Context: an optimization exercise on an open-source flow, tuned for small area and a short achievable clock period. The choices shown serve that exercise and are no tape-out recipe. In this exercise RTL edits were held to simulation tests only and were not proved equivalent to the original. Power figures rest on the tool's default switching activity, not on a simulated workload.

Setup of nickel:
## muitiplier
module muitiplier(
    input clk,rstn,
    input pipeline_muitiplier_flush,
    input pipeline_muitiplier_stall,
    input [4:0] pipeline_muitiplier_subtype,
    input [31:0] pipeline_muitiplier_din1,
    input [31:0] pipeline_muitiplier_din2,
    output [31:0] muitiplier_pipeline_dout
);
export LEC_CHECK = 0
export ABC_AREA = 1
export CAP_MARGIN = 20
export CORE_MARGIN = 2
export CORE_UTILIZATION = 55
export SLEW_MARGIN = 20
export SYNTH_HIERARCHICAL = 1
create_clock -name core_clock -period 12.0 [get_ports {clk}]
standard.sh (not shown) runs the stock make flow with config.mk's settings and CLKGATE_MAP_FILE= SYNTH_SCRIPT=/design/flow/synth_recipe.tcl, a recipe that flattens the netlist after the stock synthesis.
==> flow/flow/run.sh <==
#!/bin/bash
# The standard ORFS layout (standard.sh) with three changes:
#  - every port still gets a buffer, but a buf_2 instead of the slow
#    clkdlybuf4s50_1 that buffer_ports picks by default;
#  - clock tree synthesis without dummy loads;
#  - timing repair aims for the setup slack in SETUP_SLACK_MARGIN below.
set -euo pipefail
export BUFFER_PORTS_ARGS="-buffer_cell sky130_fd_sc_hd__buf_2"
export CTS_ARGS="-sink_clustering_enable -repair_clock_nets -dont_use_dummy_load -buf_list {sky130_fd_sc_hd__clkbuf_4 sky130_fd_sc_hd__clkbuf_8}"
export SETUP_SLACK_MARGIN=5.5
bash standard.sh > standard_flow.log 2>&1
nickel completed every stage of the flow, and the final layout passed the timing, design-rule and antenna checks.
## Diff of input files: juniper against nickel
-- flow/flow/run.sh --
<<< nickel, line 8
export BUFFER_PORTS_ARGS="-buffer_cell sky130_fd_sc_hd__buf_2"
export CTS_ARGS="-sink_clustering_enable -repair_clock_nets -dont_use_dummy_load -buf_list {sky130_fd_sc_hd__clkbuf_4 sky130_fd_sc_hd__clkbuf_8}"
export SETUP_SLACK_MARGIN=5.5
bash standard.sh > standard_flow.log 2>&1
>>> juniper, line 8
export BUFFER_PORTS_ARGS="-buffer_cell sky130_fd_sc_hd__buf_2"
export CTS_ARGS="-sink_clustering_enable -repair_clock_nets -dont_use_dummy_load -buf_list {sky130_fd_sc_hd__clkbuf_4 sky130_fd_sc_hd__clkbuf_8}"
export SETUP_SLACK_MARGIN=5.6
bash standard.sh > standard_flow.log 2>&1
-- flow/config.mk --
<<< nickel, line 10
export CORE_MARGIN = 2
export CORE_UTILIZATION = 55
export SLEW_MARGIN = 20
export SYNTH_HIERARCHICAL = 1
>>> juniper, line 10
export CORE_MARGIN = 2
export CORE_UTILIZATION = 55
export SLEW_MARGIN = 45
export SYNTH_HIERARCHICAL = 1
### Flow results
- Looking at clock network latency to the later pin of the worst-skew pair across nickel and juniper, the one that comes out higher is nickel.
- nickel -> juniper: pin count of the biggest net entering global routing increased by a few percent
- juniper: all stages complete, timing, DRC and antenna checks passed
- nickel → juniper: share of power burned in the clock network neither gained nor lost much; cell area climbed 0.74%.
- Final cell count of juniper is on par with nickel.
- Re hold slack: juniper is 9.4 ps down on nickel.
- juniper has more setup slack than nickel.
- Static leakage for juniper is higher than for nickel.
--- input diff juniper..sierra ---
==> flow/flow/run.sh <==
#!/bin/bash
# The standard ORFS layout (standard.sh) with three changes:
#  - every port still gets a buffer, but a buf_2 instead of the slow
#    clkdlybuf4s50_1 that buffer_ports picks by default;
#  - clock tree synthesis without dummy loads;
#  - timing repair aims for the setup slack in SETUP_SLACK_MARGIN below.
set -euo pipefail
export BUFFER_PORTS_ARGS="-buffer_cell sky130_fd_sc_hd__buf_2"
export CTS_ARGS="-sink_clustering_enable -repair_clock_nets -dont_use_dummy_load -sink_clustering_size 30 -sink_clustering_max_diameter 120 -buf_list {sky130_fd_sc_hd__clkbuf_4 sky130_fd_sc_hd__clkbuf_8}"
export SETUP_SLACK_MARGIN=5.6
bash standard.sh > standard_flow.log 2>&1
--- outcome ---
- Timing, DRC, antenna: 0 failures across juniper and sierra
- Between juniper and sierra, the clock share of power figures differ only marginally.
- From sierra to juniper, maximum root-to-sink buffer count did not move at all.
- For portion of total power attributed to sequential cells, juniper and sierra come out practically identical.
- The part of the total power dissipated in combinational logic of juniper and that of sierra are within noise of each other.
- Number of synthesized register bits came out exactly the same in juniper and sierra.
- Comparing sierra with juniper, the number of global-route vias before repair came out essentially unchanged.
Modified inputs, willow compared to sierra
==> flow/flow/run.sh <==
#!/bin/bash
# The standard ORFS layout (standard.sh) with three changes:
#  - every port still gets a buffer, but a buf_2 instead of the slow
#    clkdlybuf4s50_1 that buffer_ports picks by default;
#  - clock tree synthesis without dummy loads;
#  - timing repair aims for the setup slack in SETUP_SLACK_MARGIN below.
set -euo pipefail
export BUFFER_PORTS_ARGS="-buffer_cell sky130_fd_sc_hd__buf_2"
export CTS_ARGS="-sink_clustering_enable -repair_clock_nets -dont_use_dummy_load -buf_list {sky130_fd_sc_hd__clkbuf_4 sky130_fd_sc_hd__clkbuf_8}"
export SETUP_SLACK_MARGIN=5.6
bash standard.sh > standard_flow.log 2>&1
-- flow/config.mk --
<<< sierra, line 9
export CAP_MARGIN = 20
export CORE_MARGIN = 2
export CORE_UTILIZATION = 55
export SLEW_MARGIN = 45
export SYNTH_HIERARCHICAL = 1
>>> willow, line 9
export CAP_MARGIN = 20
export CORE_MARGIN = 2
export CORE_UTILIZATION = 65
export PLACE_DENSITY = 0.7
export SLEW_MARGIN = 20
export SYNTH_HIERARCHICAL = 1
Notes after the runs:
- willow vs sierra — leakage power climbed slightly
- Detailed-routed wire length on met3 in willow is 13% above sierra.
- sierra → willow: worst path buffer plus inverter count increased by 1 relative to the old numbers; headroom to the max-slew limit fell by 11 points.
- Wire length came out lower on willow than on sierra.
- [compare] base=sierra new=willow: die area dropped about 15%, number of antenna diodes went up by 3, count of non-filler cells in the finished layout fell 60, part of the cycle the worst path needs picked up an extra 0.30 points, via count of the routed design went up 304.
- willow: no failed stages, no open violations at the end
- In willow, total power is lower than in sierra.

* * *

## north
Another version of the RTL of muitiplier (not shown whole).
Size in the first run: roughly 2,700 cells after synthesis, about 120 flip-flops, about 110 I/O pins, ~26,000 um2 of cells after synthesis.
// muitiplier
module muitiplier(
    input clk,rstn,
    input pipeline_muitiplier_flush,
    input pipeline_muitiplier_stall,
    input [4:0] pipeline_muitiplier_subtype,
    input [31:0] pipeline_muitiplier_din1,
    input [31:0] pipeline_muitiplier_din2,
    output [31:0] muitiplier_pipeline_dout
);
==> flow/config.mk <==
export PLATFORM = sky130hd
export DESIGN_NAME = muitiplier
export DESIGN_NICKNAME = muitiplier
export VERILOG_FILES = /design/flow/design.v
export SDC_FILE = /design/flow/constraint.sdc
export NUM_CORES = 4
export LEC_CHECK = 0
export ABC_AREA = 1
export CAP_MARGIN = 20
export CORE_MARGIN = 2
export CORE_UTILIZATION = 55
export SETUP_SLACK_MARGIN = 5
export SLEW_MARGIN = 20
export SYNTH_HIERARCHICAL = 1
export TNS_END_PERCENT = 5
==> flow/constraint.sdc <==
create_clock -name core_clock -period 12.0 [get_ports {clk}]
set_input_delay 2.4000 -clock core_clock [delete_from_list [all_inputs] [get_ports {clk}]]
set_output_delay 2.4000 -clock core_clock [all_outputs]
set_load 0.01 [all_outputs]
run.sh (not shown) runs the stock make flow with config.mk's settings and CLKGATE_MAP_FILE= SYNTH_SCRIPT=/design/flow/synth_recipe.tcl, a recipe that flattens the netlist after the stock synthesis.
Stock flow here: none of the scripts above is used.
north completed; timing, DRC and antenna clean
### north -> south
# north
export LEC_CHECK = 0
export ABC_AREA = 1
export CAP_MARGIN = 20
export CORE_MARGIN = 2
export CORE_UTILIZATION = 55
export SETUP_SLACK_MARGIN = 5
export SLEW_MARGIN = 20
export SYNTH_HIERARCHICAL = 1
export TNS_END_PERCENT = 5
create_clock -name core_clock -period 12.0 [get_ports {clk}]
# south
export LEC_CHECK = 0
export ABC_AREA = 1
export CAP_MARGIN = 20
export CORE_MARGIN = 2
export CORE_UTILIZATION = 55
export SLEW_MARGIN = 20
export SYNTH_HIERARCHICAL = 1
create_clock -name core_clock -period 12.0 [get_ports {clk}]
==> flow/flow/run.sh (new file) <==
#!/bin/bash
# The standard ORFS layout (standard.sh) with three changes:
#  - every port still gets a buffer, but a buf_2 instead of the slow
#    clkdlybuf4s50_1 that buffer_ports picks by default;
#  - clock tree synthesis without dummy loads;
#  - timing repair aims for the setup slack in SETUP_SLACK_MARGIN below.
set -euo pipefail
export BUFFER_PORTS_ARGS="-buffer_cell sky130_fd_sc_hd__buf_2"
export CTS_ARGS="-sink_clustering_enable -repair_clock_nets -dont_use_dummy_load -buf_list {sky130_fd_sc_hd__clkbuf_4 sky130_fd_sc_hd__clkbuf_8}"
export SETUP_SLACK_MARGIN=5.6
bash standard.sh > standard_flow.log 2>&1
==> flow/standard.sh (new file) <==
#!/bin/bash
# synth_recipe.tcl (not shown) runs the flow's synth.tcl, then flattens the netlist and writes it again
# the make line also repeats each setting of config.mk as NAME=value (left out here)
make -C /OpenROAD-flow-scripts/flow DESIGN_CONFIG=/design/flow/config.mk WORK_HOME=/design/flow/orfs CLKGATE_MAP_FILE= SYNTH_SCRIPT=/design/flow/synth_recipe.tcl "${@:-finish}"
removed: flow/run.sh
### Flow results
Going from north to south, post-route cell area climbed about 2.7%; register-to-register path setup slack rose 0.08 ns. Comparing north and south, the lower met3 usage is on north. Summary of south over north: overall power consumption has increased; smallest setup slack after layout has increased.
Setup changes, south to east
-- flow/flow/run.sh --
<<< south, line 9
export CTS_ARGS="-sink_clustering_enable -repair_clock_nets -dont_use_dummy_load -buf_list {sky130_fd_sc_hd__clkbuf_4 sky130_fd_sc_hd__clkbuf_8}"
export SETUP_SLACK_MARGIN=5.6
bash standard.sh > standard_flow.log 2>&1
>>> east, line 9
export CTS_ARGS="-sink_clustering_enable -repair_clock_nets -dont_use_dummy_load -buf_list {sky130_fd_sc_hd__clkbuf_4 sky130_fd_sc_hd__clkbuf_8}"
export SETUP_SLACK_MARGIN=5
bash standard.sh > standard_flow.log 2>&1
Findings:
Re area of combinational cells with multiple inputs: south and east aren't equal, and the higher value belongs to south.
Comparing south and east, the lower met3 layer usage reported by global route is on east.
east: fmax lower than south
east ended with less routed wire length than south.
Between east and south, the overall fraction of global-route tracks in use figures differ only marginally.
east vs. south: switching component of the power went down by 4.0%.
Compared to south, east has clock network fraction of total power 0.2 points higher.
south ended up with r0[36] as its destination of the critical timing path; east ended up with r0[40].
Summary of east over south: post-route non-filler standard cell count fell about 2.8%, area growth from synthesis to layout fell 6.2 points, worst-margin pin slew fell 0.021 ns.
Relative to south, depth of the critical timing path with buffers and inverters included decreased by 1 in east.

-- afterwards: timing with drivers on the ports --
In the flow no input, the clock included, has a driving cell. The finished layouts below were timed again as built, in two steps. Step 1 (the two cells are an assumption about what drives the block):
set clk [get_ports {clk}]
set_driving_cell -lib_cell sky130_fd_sc_hd__clkbuf_16 $clk
set_driving_cell -lib_cell sky130_fd_sc_hd__buf_2 [delete_from_list [all_inputs] $clk]
Step 2, shift: input delay + t, output delay - t, t = (earliest + latest rising clock arrival at the registers) / 2. This alone moves slack from input paths to output paths. Slacks: ideal ports / drivers / drivers and shift; pairs: ideal ports / drivers.
| run | t (ns) | setup WS [ns] | pins driven straight from the clock port |
|---|---|---|---|
| nickel | 0.627 | 5.456 / 5.496 / 4.868 | 1 |
| juniper | 0.568 | 5.620 / 5.647 / 5.079 | 1 |
| sierra | 0.568 | 5.620 / 5.647 / 5.079 | 1 |
| willow | 0.554 | 5.585 / 5.616 / 5.062 | 1 |
| north | 0.558 | 4.826 / 4.864 / 4.306 | 1 |
| south | 0.605 | 5.526 / 5.562 / 4.957 | 1 |
| east | 0.599 | 5.098 / 5.103 / 4.504 | 1 |
After both steps every run listed still meets setup and hold. For east, which loses most, drivers alone change the setup slack by +0.005 ns; drivers and shift together by -0.594 ns.
